This design comes from an exercise in tuning for small area, a short achievable clock period and few clock cycles on the open sky130 flow, not from production work. Function was checked by simulation only, so behaviour that the tests miss may differ from the original. No activity file was given, so power comes from the tool's default toggle rates.

<file path="flow/flow/run.sh">
#!/bin/bash
# Own layout flow: the standard ORFS layout with these changes.
#  1. Synthesis keeps the key schedule's next-state logic (module ARS_keyNext) apart until after
#     technology mapping (SYNTH_KEEP_MODULES; the standard flow's synthesis script flattens it afterwards)
#     and maps it with ABC's &nf mapper (flow/abc_keynext.script); the rest of the design is
#     mapped with ORFS's own area script. It skips ORFS's full-adder extraction
#     (ADDER_MAP_FILE empty). Flip-flop mapping is unchanged, so the registers, their names and
#     cell types are those of the standard synthesis.
#  2. Ports are buffered with sky130_fd_sc_hd__buf_1 instead of the default buffer cell.
# Each make run's full output goes to its own log file in this folder.
set -euo pipefail
work=$(pwd)
rm -rf "$work/scripts_own"
cp -r "$FLOW_HOME/scripts" "$work/scripts_own"
cp "$work/flow/abc_keynext.script" "$work/scripts_own/abc_keynext.script"
python3 - "$work/scripts_own/synth.tcl" <<'PY'
import sys
p = sys.argv[1]
s = open(p).read()
old = "  log_cmd abc {*}$abc_args\n"
assert s.count(old) == 1
new = ("  log_cmd abc {*}$abc_args ARS_des\n"
       "  log_cmd abc {*}[lreplace $abc_args 1 1 $::env(SCRIPTS_DIR)/abc_keynext.script] ARS_keyNext\n")
open(p, 'w').write(s.replace(old, new))
PY
bash standard.sh synth SCRIPTS_DIR="$work/scripts_own" ADDER_MAP_FILE= SYNTH_KEEP_MODULES=ARS_keyNext > "$work/synth.log" 2>&1
bash standard.sh finish BUFFER_PORTS_ARGS="-buffer_cell sky130_fd_sc_hd__buf_1" > "$work/layout.log" 2>&1
test -f "$work/out/final.def"
</file>
<file path="flow/flow/abc_keynext.script">
strash
&get -n
&dch
&nf -p
&put
topo
stime -c
buffer -c
upsize -c
dnsize -c
</file>
<file path="flow/standard.sh">
#!/bin/bash
# synth_recipe.tcl (not shown) runs the flow's synth.tcl, then flattens the netlist and writes it again
# the make line also repeats each setting of config.mk as NAME=value (left out here)
make -C /OpenROAD-flow-scripts/flow DESIGN_CONFIG=/design/flow/config.mk WORK_HOME=/design/flow/orfs CLKGATE_MAP_FILE= SYNTH_SCRIPT=/design/flow/synth_recipe.tcl "${@:-finish}"
</file>
<file path="flow/config.mk">
export PLATFORM = sky130hd
export DESIGN_NAME = ARS_des
export DESIGN_NICKNAME = ARS_des
export VERILOG_FILES = /design/flow/design.v
export SDC_FILE = /design/flow/constraint.sdc
export NUM_CORES = 4
export LEC_CHECK = 0
export ABC_AREA = 1
export CAP_MARGIN = 20
export CORE_MARGIN = 2
export CORE_UTILIZATION = 40
export CTS_BUF_LIST = sky130_fd_sc_hd__clkbuf_4 sky130_fd_sc_hd__clkbuf_8
export SETUP_SLACK_MARGIN = 3.6
export SLEW_MARGIN = 20
</file>
<file path="flow/constraint.sdc">
create_clock -name core_clock -period 6.0 [get_ports {clk}]
set_input_delay 1.2000 -clock core_clock [delete_from_list [all_inputs] [get_ports {clk}]]
set_output_delay 1.2000 -clock core_clock [all_outputs]
set_load 0.01 [all_outputs]
</file>
<file path="flow/design.v">
module ARS_des(clk,reset,key,din,flag,dout,ready);
input [64:1] din;
input [64:1] key;
input clk,reset;
input flag;
output [64:1] dout;
output ready;
function [64:1]	IP;
input	[64:1]	IPin;
begin
IP=	 {IPin[58],IPin[50],IPin[42],IPin[34],IPin[26],IPin[18],IPin[10],IPin[2],
      IPin[60],IPin[52],IPin[44],IPin[36],IPin[28],IPin[20],IPin[12],IPin[4],
      IPin[62],IPin[54],IPin[46],IPin[38],IPin[30],IPin[22],IPin[14],IPin[6],
      IPin[64],IPin[56],IPin[48],IPin[40],IPin[32],IPin[24],IPin[16],IPin[8],
      IPin[57],IPin[49],IPin[41],IPin[33],IPin[25],IPin[17],IPin[9],IPin[1],
      IPin[59],IPin[51],IPin[43],IPin[35],IPin[27],IPin[19],IPin[11],IPin[3],
      IPin[61],IPin[53],IPin[45],IPin[37],IPin[29],IPin[21],IPin[13],IPin[5],
      IPin[63],IPin[55],IPin[47],IPin[39],IPin[31],IPin[23],IPin[15],IPin[7]};
end
endfunction
function [64:1] IVIP;
input    [64:1]  IP_1in;
begin
IVIP = {IP_1in[40],IP_1in[8],IP_1in[48],IP_1in[16],IP_1in[56],IP_1in[24],IP_1in[64],IP_1in[32],
        IP_1in[39],IP_1in[7],IP_1in[47],IP_1in[15],IP_1in[55],IP_1in[23],IP_1in[63],IP_1in[31],
        IP_1in[38],IP_1in[6],IP_1in[46],IP_1in[14],IP_1in[54],IP_1in[22],IP_1in[62],IP_1in[30],
        IP_1in[37],IP_1in[5],IP_1in[45],IP_1in[13],IP_1in[53],IP_1in[21],IP_1in[61],IP_1in[29],
        IP_1in[36],IP_1in[4],IP_1in[44],IP_1in[12],IP_1in[52],IP_1in[20],IP_1in[60],IP_1in[28],
        IP_1in[35],IP_1in[3],IP_1in[43],IP_1in[11],IP_1in[51],IP_1in[19],IP_1in[59],IP_1in[27],
        IP_1in[34],IP_1in[2],IP_1in[42],IP_1in[10],IP_1in[50],IP_1in[18],IP_1in[58],IP_1in[26],
        IP_1in[33],IP_1in[1],IP_1in[41],IP_1in[9],IP_1in[49],IP_1in[17],IP_1in[57],IP_1in[25]};
end
endfunction
reg [64:1] data;      
reg [1:56] cd;        
reg [3:0] cnt;        
reg mode;             
reg ready;
reg busy;             
reg sh1;              
wire [48:1] ksub = {cd[14], cd[17], cd[11], cd[24], cd[1], cd[5], cd[3], cd[28], cd[15], cd[6], cd[21], cd[10], cd[23], cd[19], cd[12], cd[4], cd[26], cd[8], cd[16], cd[7], cd[27], cd[20], cd[13], cd[2], cd[41], cd[52], cd[31], cd[37], cd[47], cd[55], cd[30], cd[40], cd[51], cd[45], cd[33], cd[48], cd[44], cd[49], cd[39], cd[56], cd[34], cd[53], cd[46], cd[42], cd[50], cd[36], cd[29], cd[32]};
wire [32:1] rl, rr;
ARS_ENDEcrp c1 (.OUTR(rr), .OUTL(rl), .INR(data[32:1]), .INL(data[64:33]), .K_sub(ksub));
wire [1:56] cd_next;
ARS_keyNext c2 (.cd(cd), .key(key), .flag(flag), .reset(reset), .mode(mode), .sh1(sh1), .cd_next(cd_next));
always @(posedge clk)
  cd <= cd_next;
always @(posedge clk) begin
  if (reset == 1'b0) begin
    data  <= IP(din);
    mode  <= flag;
    cnt   <= 4'd0;
    ready <= 1'b0;
    busy  <= 1'b1;
    sh1   <= 1'b1;
  end else begin
    if (busy) data <= {rl, rr};
    cnt <= cnt + 4'd1;
    sh1 <= (cnt == 4'd6) | (cnt == 4'd13);
    if (cnt == 4'd15) begin
      ready <= 1'b1;
      busy  <= 1'b0;
    end
  end
end
assign dout = IVIP({data[32:1], data[64:33]});
endmodule
module ARS_ENDEcrp(OUTR, OUTL, INR, INL, K_sub);
output	[32:1]	OUTR, OUTL;
input	[32:1]	INR, INL;
input	[48:1]	K_sub;
wire	[48:1] E;
wire	[48:1] X;
wire	[48:1] S;
assign E[48:1] = {	INR[32], INR[1], INR[2], INR[3], INR[4], INR[5], INR[4], INR[5],
			INR[6], INR[7], INR[8], INR[9], INR[8], INR[9], INR[10], INR[11],
			INR[12], INR[13], INR[12], INR[13], INR[14], INR[15], INR[16],
			INR[17], INR[16], INR[17], INR[18], INR[19], INR[20], INR[21],
			INR[20], INR[21], INR[22], INR[23], INR[24], INR[25], INR[24],
			INR[25], INR[26], INR[27], INR[28], INR[29], INR[28], INR[29],
			INR[30], INR[31], INR[32], INR[1]};
assign X = E ^ K_sub;
ARS_sbox1 u0( .addr(X[06:01]), .dout(S[04:01]) );
ARS_sbox2 u1( .addr(X[12:07]), .dout(S[08:05]) );
ARS_sbox3 u2( .addr(X[18:13]), .dout(S[12:09]) );
ARS_sbox4 u3( .addr(X[24:19]), .dout(S[16:13]) );
ARS_sbox5 u4( .addr(X[30:25]), .dout(S[20:17]) );
ARS_sbox6 u5( .addr(X[36:31]), .dout(S[24:21]) );
ARS_sbox7 u6( .addr(X[42:37]), .dout(S[28:25]) );
ARS_sbox8 u7( .addr(X[48:43]), .dout(S[32:29]) );
assign OUTR = {	S[16], S[7], S[20], S[21], S[29], S[12], S[28],
			S[17], S[1], S[15], S[23], S[26], S[5], S[18],
			S[31], S[10], S[2], S[8], S[24], S[14], S[32],
			S[27], S[3], S[9], S[19], S[13], S[30], S[6],
			S[22], S[11], S[4], S[25]}^ INL;
assign OUTL = INR;
endmodule
module ARS_sbox1(addr, dout);
input	[6:1] addr;
output	[4:1] dout;
reg	[4:1] dout;
always @(addr) begin
    case ({addr[6],addr[1], addr[5:2]})	
         0:  dout =  14;
         1:  dout =   4;
         2:  dout =  13;
         3:  dout =   1;
         4:  dout =   2;
         5:  dout =  15;
         6:  dout =  11;
         7:  dout =   8;
         8:  dout =   3;
         9:  dout =  10;
        10:  dout =   6;
        11:  dout =  12;
        12:  dout =   5;
        13:  dout =   9;
        14:  dout =   0;
        15:  dout =   7;
        16:  dout =   0;
        17:  dout =  15;
        18:  dout =   7;
        19:  dout =   4;
        20:  dout =  14;
        21:  dout =   2;
        22:  dout =  13;
        23:  dout =   1;
        24:  dout =  10;
        25:  dout =   6;
        26:  dout =  12;
        27:  dout =  11;
        28:  dout =   9;
        29:  dout =   5;
        30:  dout =   3;
        31:  dout =   8;
        32:  dout =   4;
        33:  dout =   1;
        34:  dout =  14;
        35:  dout =   8;
        36:  dout =  13;
        37:  dout =   6;
        38:  dout =   2;
        39:  dout =  11;
        40:  dout =  15;
        41:  dout =  12;
        42:  dout =   9;
        43:  dout =   7;
        44:  dout =   3;
        45:  dout =  10;
        46:  dout =   5;
        47:  dout =   0;
        48:  dout =  15;
        49:  dout =  12;
        50:  dout =   8;
        51:  dout =   2;
        52:  dout =   4;
        53:  dout =   9;
        54:  dout =   1;
        55:  dout =   7;
        56:  dout =   5;
        57:  dout =  11;
        58:  dout =   3;
        59:  dout =  14;
        60:  dout =  10;
        61:  dout =   0;
        62:  dout =   6;
        63:  dout =  13;
    endcase
    end
endmodule
module ARS_sbox2(addr, dout);
input	[6:1] addr;
output	[4:1] dout;
reg	[4:1] dout;
always @(addr) begin
    case ({addr[6],addr[1], addr[5:2]})
         0:  dout = 15;
         1:  dout =  1;
         2:  dout =  8;
         3:  dout = 14;
         4:  dout =  6;
         5:  dout = 11;
         6:  dout =  3;
         7:  dout =  4;
         8:  dout =  9;
         9:  dout =  7;
        10:  dout =  2;
        11:  dout = 13;
        12:  dout = 12;
        13:  dout =  0;
        14:  dout =  5;
        15:  dout = 10;
        16:  dout =  3;
        17:  dout = 13;
        18:  dout =  4;
        19:  dout =  7;
        20:  dout = 15;
        21:  dout =  2;
        22:  dout =  8;
        23:  dout = 14;
        24:  dout = 12;
        25:  dout =  0;
        26:  dout =  1;
        27:  dout = 10;
        28:  dout =  6;
        29:  dout =  9;
        30:  dout = 11;
        31:  dout =  5;
        32:  dout =  0;
        33:  dout = 14;
        34:  dout =  7;
        35:  dout = 11;
        36:  dout = 10;
        37:  dout =  4;
        38:  dout = 13;
        39:  dout =  1;
        40:  dout =  5;
        41:  dout =  8;
        42:  dout = 12;
        43:  dout =  6;
        44:  dout =  9;
        45:  dout =  3;
        46:  dout =  2;
        47:  dout = 15;
        48:  dout = 13;
        49:  dout =  8;
        50:  dout = 10;
        51:  dout =  1;
        52:  dout =  3;
        53:  dout = 15;
        54:  dout =  4;
        55:  dout =  2;
        56:  dout = 11;
        57:  dout =  6;
        58:  dout =  7;
        59:  dout = 12;
        60:  dout =  0;
        61:  dout =  5;
        62:  dout = 14;
        63:  dout =  9;
    endcase
    end
endmodule
module ARS_sbox3(addr, dout);
input	[6:1] addr;
output	[4:1] dout;
reg	[4:1] dout;
always @(addr) begin
    case ({addr[6],addr[1], addr[5:2]})
         0:  dout = 10;
         1:  dout =  0;
         2:  dout =  9;
         3:  dout = 14;
         4:  dout =  6;
         5:  dout =  3;
         6:  dout = 15;
         7:  dout =  5;
         8:  dout =  1;
         9:  dout = 13;
        10:  dout = 12;
        11:  dout =  7;
        12:  dout = 11;
        13:  dout =  4;
        14:  dout =  2;
        15:  dout =  8;
        16:  dout = 13;
        17:  dout =  7;
        18:  dout =  0;
        19:  dout =  9;
        20:  dout =  3;
        21:  dout =  4;
        22:  dout =  6;
        23:  dout = 10;
        24:  dout =  2;
        25:  dout =  8;
        26:  dout =  5;
        27:  dout = 14;
        28:  dout = 12;
        29:  dout = 11;
        30:  dout = 15;
        31:  dout =  1;
        32:  dout = 13;
        33:  dout =  6;
        34:  dout =  4;
        35:  dout =  9;
        36:  dout =  8;
        37:  dout = 15;
        38:  dout =  3;
        39:  dout =  0;
        40:  dout = 11;
        41:  dout =  1;
        42:  dout =  2;
        43:  dout = 12;
        44:  dout =  5;
        45:  dout = 10;
        46:  dout = 14;
        47:  dout =  7;
        48:  dout =  1;
        49:  dout = 10;
        50:  dout = 13;
        51:  dout =  0;
        52:  dout =  6;
        53:  dout =  9;
        54:  dout =  8;
        55:  dout =  7;
        56:  dout =  4;
        57:  dout = 15;
        58:  dout = 14;
        59:  dout =  3;
        60:  dout = 11;
        61:  dout =  5;
        62:  dout =  2;
        63:  dout = 12;
    endcase
    end
endmodule
module ARS_sbox4(addr, dout);
input	[6:1] addr;
output	[4:1] dout;
reg	[4:1] dout;
always @(addr) begin
    case ({addr[6],addr[1], addr[5:2]})
         0:  dout =  7;
         1:  dout = 13;
         2:  dout = 14;
         3:  dout =  3;
         4:  dout =  0;
         5:  dout =  6;
         6:  dout =  9;
         7:  dout = 10;
         8:  dout =  1;
         9:  dout =  2;
        10:  dout =  8;
        11:  dout =  5;
        12:  dout = 11;
        13:  dout = 12;
        14:  dout =  4;
        15:  dout = 15;
        16:  dout = 13;
        17:  dout =  8;
        18:  dout = 11;
        19:  dout =  5;
        20:  dout =  6;
        21:  dout = 15;
        22:  dout =  0;
        23:  dout =  3;
        24:  dout =  4;
        25:  dout =  7;
        26:  dout =  2;
        27:  dout = 12;
        28:  dout =  1;
        29:  dout = 10;
        30:  dout = 14;
        31:  dout =  9;
        32:  dout = 10;
        33:  dout =  6;
        34:  dout =  9;
        35:  dout =  0;
        36:  dout = 12;
        37:  dout = 11;
        38:  dout =  7;
        39:  dout = 13;
        40:  dout = 15;
        41:  dout =  1;
        42:  dout =  3;
        43:  dout = 14;
        44:  dout =  5;
        45:  dout =  2;
        46:  dout =  8;
        47:  dout =  4;
        48:  dout =  3;
        49:  dout = 15;
        50:  dout =  0;
        51:  dout =  6;
        52:  dout = 10;
        53:  dout =  1;
        54:  dout = 13;
        55:  dout =  8;
        56:  dout =  9;
        57:  dout =  4;
        58:  dout =  5;
        59:  dout = 11;
        60:  dout = 12;
        61:  dout =  7;
        62:  dout =  2;
        63:  dout = 14;
    endcase
    end
endmodule
module ARS_sbox5(addr, dout);
input	[6:1] addr;
output	[4:1] dout;
reg	[4:1] dout;
always @(addr) begin
    case ({addr[6],addr[1], addr[5:2]})	
         0:  dout =  2;
         1:  dout = 12;
         2:  dout =  4;
         3:  dout =  1;
         4:  dout =  7;
         5:  dout = 10;
         6:  dout = 11;
         7:  dout =  6;
         8:  dout =  8;
         9:  dout =  5;
        10:  dout =  3;
        11:  dout = 15;
        12:  dout = 13;
        13:  dout =  0;
        14:  dout = 14;
        15:  dout =  9;
        16:  dout = 14;
        17:  dout = 11;
        18:  dout =  2;
        19:  dout = 12;
        20:  dout =  4;
        21:  dout =  7;
        22:  dout = 13;
        23:  dout =  1;
        24:  dout =  5;
        25:  dout =  0;
        26:  dout = 15;
        27:  dout = 10;
        28:  dout =  3;
        29:  dout =  9;
        30:  dout =  8;
        31:  dout =  6;
        32:  dout =  4;
        33:  dout =  2;
        34:  dout =  1;
        35:  dout = 11;
        36:  dout = 10;
        37:  dout = 13;
        38:  dout =  7;
        39:  dout =  8;
        40:  dout = 15;
        41:  dout =  9;
        42:  dout = 12;
        43:  dout =  5;
        44:  dout =  6;
        45:  dout =  3;
        46:  dout =  0;
        47:  dout = 14;
        48:  dout = 11;
        49:  dout =  8;
        50:  dout = 12;
        51:  dout =  7;
        52:  dout =  1;
        53:  dout = 14;
        54:  dout =  2;
        55:  dout = 13;
        56:  dout =  6;
        57:  dout = 15;
        58:  dout =  0;
        59:  dout =  9;
        60:  dout = 10;
        61:  dout =  4;
        62:  dout =  5;
        63:  dout =  3;
    endcase
    end
endmodule
module ARS_sbox6(addr, dout);
input	[6:1] addr;
output	[4:1] dout;
reg	[4:1] dout;
always @(addr) begin
    case ({addr[6],addr[1], addr[5:2]})	
         0:  dout = 12;
         1:  dout =  1;
         2:  dout = 10;
         3:  dout = 15;
         4:  dout =  9;
         5:  dout =  2;
         6:  dout =  6;
         7:  dout =  8;
         8:  dout =  0;
         9:  dout = 13;
        10:  dout =  3;
        11:  dout =  4;
        12:  dout = 14;
        13:  dout =  7;
        14:  dout =  5;
        15:  dout = 11;
        16:  dout = 10;
        17:  dout = 15;
        18:  dout =  4;
        19:  dout =  2;
        20:  dout =  7;
        21:  dout = 12;
        22:  dout =  9;
        23:  dout =  5;
        24:  dout =  6;
        25:  dout =  1;
        26:  dout = 13;
        27:  dout = 14;
        28:  dout =  0;
        29:  dout = 11;
        30:  dout =  3;
        31:  dout =  8;
        32:  dout =  9;
        33:  dout = 14;
        34:  dout = 15;
        35:  dout =  5;
        36:  dout =  2;
        37:  dout =  8;
        38:  dout = 12;
        39:  dout =  3;
        40:  dout =  7;
        41:  dout =  0;
        42:  dout =  4;
        43:  dout = 10;
        44:  dout =  1;
        45:  dout = 13;
        46:  dout = 11;
        47:  dout =  6;
        48:  dout =  4;
        49:  dout =  3;
        50:  dout =  2;
        51:  dout = 12;
        52:  dout =  9;
        53:  dout =  5;
        54:  dout = 15;
        55:  dout = 10;
        56:  dout = 11;
        57:  dout = 14;
        58:  dout =  1;
        59:  dout =  7;
        60:  dout =  6;
        61:  dout =  0;
        62:  dout =  8;
        63:  dout = 13;
    endcase
    end
endmodule
module ARS_sbox7(addr, dout);
input	[6:1] addr;
output	[4:1] dout;
reg	[4:1] dout;
always @(addr) begin
    case ({addr[6],addr[1], addr[5:2]})	
         0:  dout =  4;
         1:  dout = 11;
         2:  dout =  2;
         3:  dout = 14;
         4:  dout = 15;
         5:  dout =  0;
         6:  dout =  8;
         7:  dout = 13;
         8:  dout =  3;
         9:  dout = 12;
        10:  dout =  9;
        11:  dout =  7;
        12:  dout =  5;
        13:  dout = 10;
        14:  dout =  6;
        15:  dout =  1;
        16:  dout = 13;
        17:  dout =  0;
        18:  dout = 11;
        19:  dout =  7;
        20:  dout =  4;
        21:  dout =  9;
        22:  dout =  1;
        23:  dout = 10;
        24:  dout = 14;
        25:  dout =  3;
        26:  dout =  5;
        27:  dout = 12;
        28:  dout =  2;
        29:  dout = 15;
        30:  dout =  8;
        31:  dout =  6;
        32:  dout =  1;
        33:  dout =  4;
        34:  dout = 11;
        35:  dout = 13;
        36:  dout = 12;
        37:  dout =  3;
        38:  dout =  7;
        39:  dout = 14;
        40:  dout = 10;
        41:  dout = 15;
        42:  dout =  6;
        43:  dout =  8;
        44:  dout =  0;
        45:  dout =  5;
        46:  dout =  9;
        47:  dout =  2;
        48:  dout =  6;
        49:  dout = 11;
        50:  dout = 13;
        51:  dout =  8;
        52:  dout =  1;
        53:  dout =  4;
        54:  dout = 10;
        55:  dout =  7;
        56:  dout =  9;
        57:  dout =  5;
        58:  dout =  0;
        59:  dout = 15;
        60:  dout = 14;
        61:  dout =  2;
        62:  dout =  3;
        63:  dout = 12;
    endcase
    end
endmodule
module ARS_sbox8(addr, dout);
input	[6:1] addr;
output	[4:1] dout;
reg	[4:1] dout;
always @(addr) begin
    case ({addr[6],addr[1], addr[5:2]})	
         0:  dout = 13;
         1:  dout =  2;
         2:  dout =  8;
         3:  dout =  4;
         4:  dout =  6;
         5:  dout = 15;
         6:  dout = 11;
         7:  dout =  1;
         8:  dout = 10;
         9:  dout =  9;
        10:  dout =  3;
        11:  dout = 14;
        12:  dout =  5;
        13:  dout =  0;
        14:  dout = 12;
        15:  dout =  7;
        16:  dout =  1;
        17:  dout = 15;
        18:  dout = 13;
        19:  dout =  8;
        20:  dout = 10;
        21:  dout =  3;
        22:  dout =  7;
        23:  dout =  4;
        24:  dout = 12;
        25:  dout =  5;
        26:  dout =  6;
        27:  dout = 11;
        28:  dout =  0;
        29:  dout = 14;
        30:  dout =  9;
        31:  dout =  2;
        32:  dout =  7;
        33:  dout = 11;
        34:  dout =  4;
        35:  dout =  1;
        36:  dout =  9;
        37:  dout = 12;
        38:  dout = 14;
        39:  dout =  2;
        40:  dout =  0;
        41:  dout =  6;
        42:  dout = 10;
        43:  dout = 13;
        44:  dout = 15;
        45:  dout =  3;
        46:  dout =  5;
        47:  dout =  8;
        48:  dout =  2;
        49:  dout =  1;
        50:  dout = 14;
        51:  dout =  7;
        52:  dout =  4;
        53:  dout = 10;
        54:  dout =  8;
        55:  dout = 13;
        56:  dout = 15;
        57:  dout = 12;
        58:  dout =  9;
        59:  dout =  0;
        60:  dout =  3;
        61:  dout =  5;
        62:  dout =  6;
        63:  dout = 11;
    endcase
    end
endmodule
module ARS_keyNext(cd, key, flag, reset, mode, sh1, cd_next);
input [1:56] cd;
input [64:1] key;
input flag, reset, mode, sh1;
output [1:56] cd_next;
wire ld_dec = ~reset & flag;
wire ld_enc = ~reset & ~flag;
wire ro_l1 = reset & ~mode & sh1;
wire ro_l2 = reset & ~mode & ~sh1;
wire ro_r1 = reset & mode & sh1;
wire ro_r2 = reset & mode & ~sh1;
assign cd_next = ({56{ld_dec}} & {key[8], key[16], key[24], key[32], key[40], key[48], key[56], key[64], key[7], key[15], key[23], key[31], key[39], key[47], key[55], key[63], key[6], key[14], key[22], key[30], key[38], key[46], key[54], key[62], key[5], key[13], key[21], key[29], key[2], key[10], key[18], key[26], key[34], key[42], key[50], key[58], key[3], key[11], key[19], key[27], key[35], key[43], key[51], key[59], key[4], key[12], key[20], key[28], key[36], key[44], key[52], key[60], key[37], key[45], key[53], key[61]}) | ({56{ld_enc}} & {key[16], key[24], key[32], key[40], key[48], key[56], key[64], key[7], key[15], key[23], key[31], key[39], key[47], key[55], key[63], key[6], key[14], key[22], key[30], key[38], key[46], key[54], key[62], key[5], key[13], key[21], key[29], key[8], key[10], key[18], key[26], key[34], key[42], key[50], key[58], key[3], key[11], key[19], key[27], key[35], key[43], key[51], key[59], key[4], key[12], key[20], key[28], key[36], key[44], key[52], key[60], key[37], key[45], key[53], key[61], key[2]}) |
        ({56{ro_l1}} & {cd[2], cd[3], cd[4], cd[5], cd[6], cd[7], cd[8], cd[9], cd[10], cd[11], cd[12], cd[13], cd[14], cd[15], cd[16], cd[17], cd[18], cd[19], cd[20], cd[21], cd[22], cd[23], cd[24], cd[25], cd[26], cd[27], cd[28], cd[1], cd[30], cd[31], cd[32], cd[33], cd[34], cd[35], cd[36], cd[37], cd[38], cd[39], cd[40], cd[41], cd[42], cd[43], cd[44], cd[45], cd[46], cd[47], cd[48], cd[49], cd[50], cd[51], cd[52], cd[53], cd[54], cd[55], cd[56], cd[29]}) | ({56{ro_l2}} & {cd[3], cd[4], cd[5], cd[6], cd[7], cd[8], cd[9], cd[10], cd[11], cd[12], cd[13], cd[14], cd[15], cd[16], cd[17], cd[18], cd[19], cd[20], cd[21], cd[22], cd[23], cd[24], cd[25], cd[26], cd[27], cd[28], cd[1], cd[2], cd[31], cd[32], cd[33], cd[34], cd[35], cd[36], cd[37], cd[38], cd[39], cd[40], cd[41], cd[42], cd[43], cd[44], cd[45], cd[46], cd[47], cd[48], cd[49], cd[50], cd[51], cd[52], cd[53], cd[54], cd[55], cd[56], cd[29], cd[30]}) |
        ({56{ro_r1}} & {cd[28], cd[1], cd[2], cd[3], cd[4], cd[5], cd[6], cd[7], cd[8], cd[9], cd[10], cd[11], cd[12], cd[13], cd[14], cd[15], cd[16], cd[17], cd[18], cd[19], cd[20], cd[21], cd[22], cd[23], cd[24], cd[25], cd[26], cd[27], cd[56], cd[29], cd[30], cd[31], cd[32], cd[33], cd[34], cd[35], cd[36], cd[37], cd[38], cd[39], cd[40], cd[41], cd[42], cd[43], cd[44], cd[45], cd[46], cd[47], cd[48], cd[49], cd[50], cd[51], cd[52], cd[53], cd[54], cd[55]}) | ({56{ro_r2}} & {cd[27], cd[28], cd[1], cd[2], cd[3], cd[4], cd[5], cd[6], cd[7], cd[8], cd[9], cd[10], cd[11], cd[12], cd[13], cd[14], cd[15], cd[16], cd[17], cd[18], cd[19], cd[20], cd[21], cd[22], cd[23], cd[24], cd[25], cd[26], cd[55], cd[56], cd[29], cd[30], cd[31], cd[32], cd[33], cd[34], cd[35], cd[36], cd[37], cd[38], cd[39], cd[40], cd[41], cd[42], cd[43], cd[44], cd[45], cd[46], cd[47], cd[48], cd[49], cd[50], cd[51], cd[52], cd[53], cd[54]});
endmodule
</file>
==> results.toml <==
[detailed_routing]
drtIter0Drc = 2472
drt-total-wl_mm = 37.3
dr_total_vias = 11900
dr.pass1.iters = 17
drc_errors = 0
viasPerCell = 5.81
wl_per_cell_um = 18.2
antenna_left = 0

[worst_setup_path]
worstSetupPathType = "reg -> out"
path_cells = "buf_4 > buf_1"
required_ns = 4.80
end_kind = "output port"
crit_start = "data[8]"
arrival_ns = 1.20
r2r-start = "data[17]"
cpPeakStageDelay_ns = 0.46
cp-start-kind = "register"
cp_slowest_cell = "edfxtp_1"
path_delay_family = "flip-flops"
critPathBufInv = 2
cp_max_fo = 4

[timing]
setup_viol = 0
tns_ns = 0
setup_ws_ns = 3.60
period_share_pct = 39.9
fmaxAchievable_ghz = 0.417
skew_ns = 0.0170
rsz0062_at_grt = "yes"
max_slew_margin_pct = 50.4
hold_viol = 0
tightestPinTransition_ns = 0.742
period_minus_slack_ns = 2.40
slew_violations = 0

[die]
fp.dieW_um = 163
coreArea_sq_um = 25000
ios = 196
die_h_um = 163
initial_core_util_pct = 40.4
dieArea_sq_um = 26500
placementRows = 58

[clocking]
cts_made_buffers = 17
cts_tree = "yes"
clk_latency_ns = 0.46
cts_hold_buf = 0
path_clk_slew_ns = 0.09
root_buffer = "clkbuf_8"
clockBufferDepth = 2
htree_levels = 4
cts.sinks = 128

[synth]
synth_seq_cells = 128
synthCells = 1512
syn_nets = 1643
netlist_area_sq_um = 10100
synthXorXnorAreaFrac_pct = 5.56
synth_top_area_share_pct = 24.1
synth_compound_area_share_pct = 13.9
synth_top_family_by_area = "simple AND/OR/NAND/NOR gates"
synthDominantAreaCellType = "nand2_1"
synthTopCellsByArea = "nand2_1, edfxtp_1, nand3_1"
muxShareOfSynthArea_pct = 0
avgSynthCellArea_sq_um = 6.67
synth-simple-area-share_pct = 41.9
ys_warn_count = 9
synthAdderAreaFrac_pct = 0
seq_area_frac_synth_pct = 31.9
synth_cell_types = 34

[placement]
io_buffers = 187
place_ws_ns = 2.68
dp_hpwl_mm = 25.7
gp_congestion = 0.928

[power]
p_leak_nw = 5.61
vdd_drop_max_uv = 185
p_per_area_nw_per_um2 = 611

[global_routing]
grtUsageTotal_pct = 26.9
grt_start_max_net_pins = 70
grt_remaining_overflow = 0
grt_pass1_vias = 10200
antenna_found_initial = 0
grt_pass1_wl_mm = 55.7

[cells_and_area]
multi_input_area_sq_um = 6510
mostFrequentLayoutCells = "nand2_1, nand3_1, buf_1"
fill_cells = 2674
register_area_sq_um = 3220
fin_nets = 1834
diodes = 0
layout_commonest_cell = "nand2_1"
syn_to_final_growth_pct = 18.3
layout-drive-gt1-share_pct = 8.92

[worst_hold_path]
worstHoldStart = "cnt[0]"
hp-class = "reg -> reg"

[job]
max_cap_viol_count = 0

[run_status]
status = "no timing/DRC/antenna violations"
[layer usage]
metal  GRT usage, %  wire length, um
met1           38.6            15800
met2           40.0            16100
met3           6.14             4380
met4           8.33              962
met5              0                0
[Yosys cell counts, drive strengths merged]
| library cell | n |
|---|---|
| nand3 | 297 |
| and3 | 1 |
| nor3b | 1 |
| o311ai | 1 |
| nor2 | 37 |
| nand2 | 653 |
| clkbuf | 28 |
| o21ai | 30 |
| xnor2 | 37 |
| edfxtp | 65 |
| a21oi | 20 |
| a222oi | 112 |
| clkinv | 3 |
| nand4 | 6 |
| nor2b | 1 |
| nand3b | 5 |
| xor2 | 15 |
| buf | 36 |
| nor3 | 1 |
| o21bai | 1 |
| dfxtp | 63 |
| o211ai | 2 |
| inv | 94 |
| and3b | 2 |
| or2 | 1 |
[registers in the layout (all words and copies together) (netlist names)]
signal	count
data	64
cd	56
cnt	4
busy	1
mode	1
ready	1
sh1	1
[final cells by class]
cell class	instances	share of cell area, %
clock buffer	20	2.15
clock inverter	12	0.735
inverter	97	3.12
multi-input combinational	1227	54.6
sequential	128	27.0
tap	330	3.46
timing repair buffer	231	8.88
timing repair inverter	1	0.0630
[modules after synthesis (local to each module, per instance)]
module       times used  cells  area, sq um  flip-flops and latches
ARS_des               1   1302         8510                     128
ARS_keyNext           1    210         1570                       0
[path summary, 6_finish.rpt]
kind / endpoint / slack, ns / cells past startpoint
setup / recovery: dout[64] / 3.60 / 2
setup reg to reg: data[30] / 3.64 / 11
hold / removal: cnt[0] / 0.48 / 1
hold reg to reg: cnt[0] / 0.48 / 1
[power breakdown]
group / internal [mW] / switching [mW]
clock network: 0.301 / 0.394
registers: 1.21 / 0.354
logic: 1.77 / 3.25
[kinds of logic after synthesis]
family                 after synthesis
AO/OA/AOI/OAI                      166
flip-flops                         128
XOR/XNOR                            52
buffers and inverters              161
AND/OR/NAND/NOR                   1005
[through the flow]
step / cell area, sq um / instances / utilization [%] / hold WS [ns] / total power [mW]
5_1_grt: 11900 / 2046 / 47.8 / 0.505 / 8.02
6_report: 11900 / 2046 / 47.8 / 0.483 / 7.28
3_5_place_dp: 11000 / 1971 / 43.9 / 0.466 / 6.12
2_1_floorplan: 10100 / 1512 / - / 0.434 / 4.97
4_1_cts: 11500 / 2024 / 46.2 / 0.486 / 6.97
3_3_place_gp: 11000 / 1971 / 43.9 / 0.449 / 6.13
[timing repair]
| action | CTS | global route |
|---|---|---|
| setup buffers | 19 | 19 |
| cloned | 2 | 3 |
| pin swaps | 1 | 1 |
| resized for setup | 16 | 44 |
| setup endpoints to repair | 133 | 91 |
Testbench counts, summed over its fixed seeds: cycles 13,056.

-- static timing again, ports no longer ideal --
In the flow no input, the clock included, has a driving cell. The finished layout below was timed again as built, in two steps. Step 1 assumes that a clkbuf_16 drives the clock port and a buf_2 every other input. Step 2, shift: input delay + t, output delay - t, t = (earliest + latest rising clock arrival at the registers) / 2. This alone moves slack from input paths to output paths. Three values: ideal ports, drivers, drivers and shift; two values: the first two.
t (ns): 0.498
setup slack, ns: 3.604 / 3.559 / 3.181
latest minus earliest clock arrival (ns): 0.017 / 0.017
slew at the worst register clock pin (ns): 0.09 / 0.09
After both steps this run still meets setup and hold. The setup slack of this run moves by -0.045 ns with the drivers and by -0.423 ns with both steps.
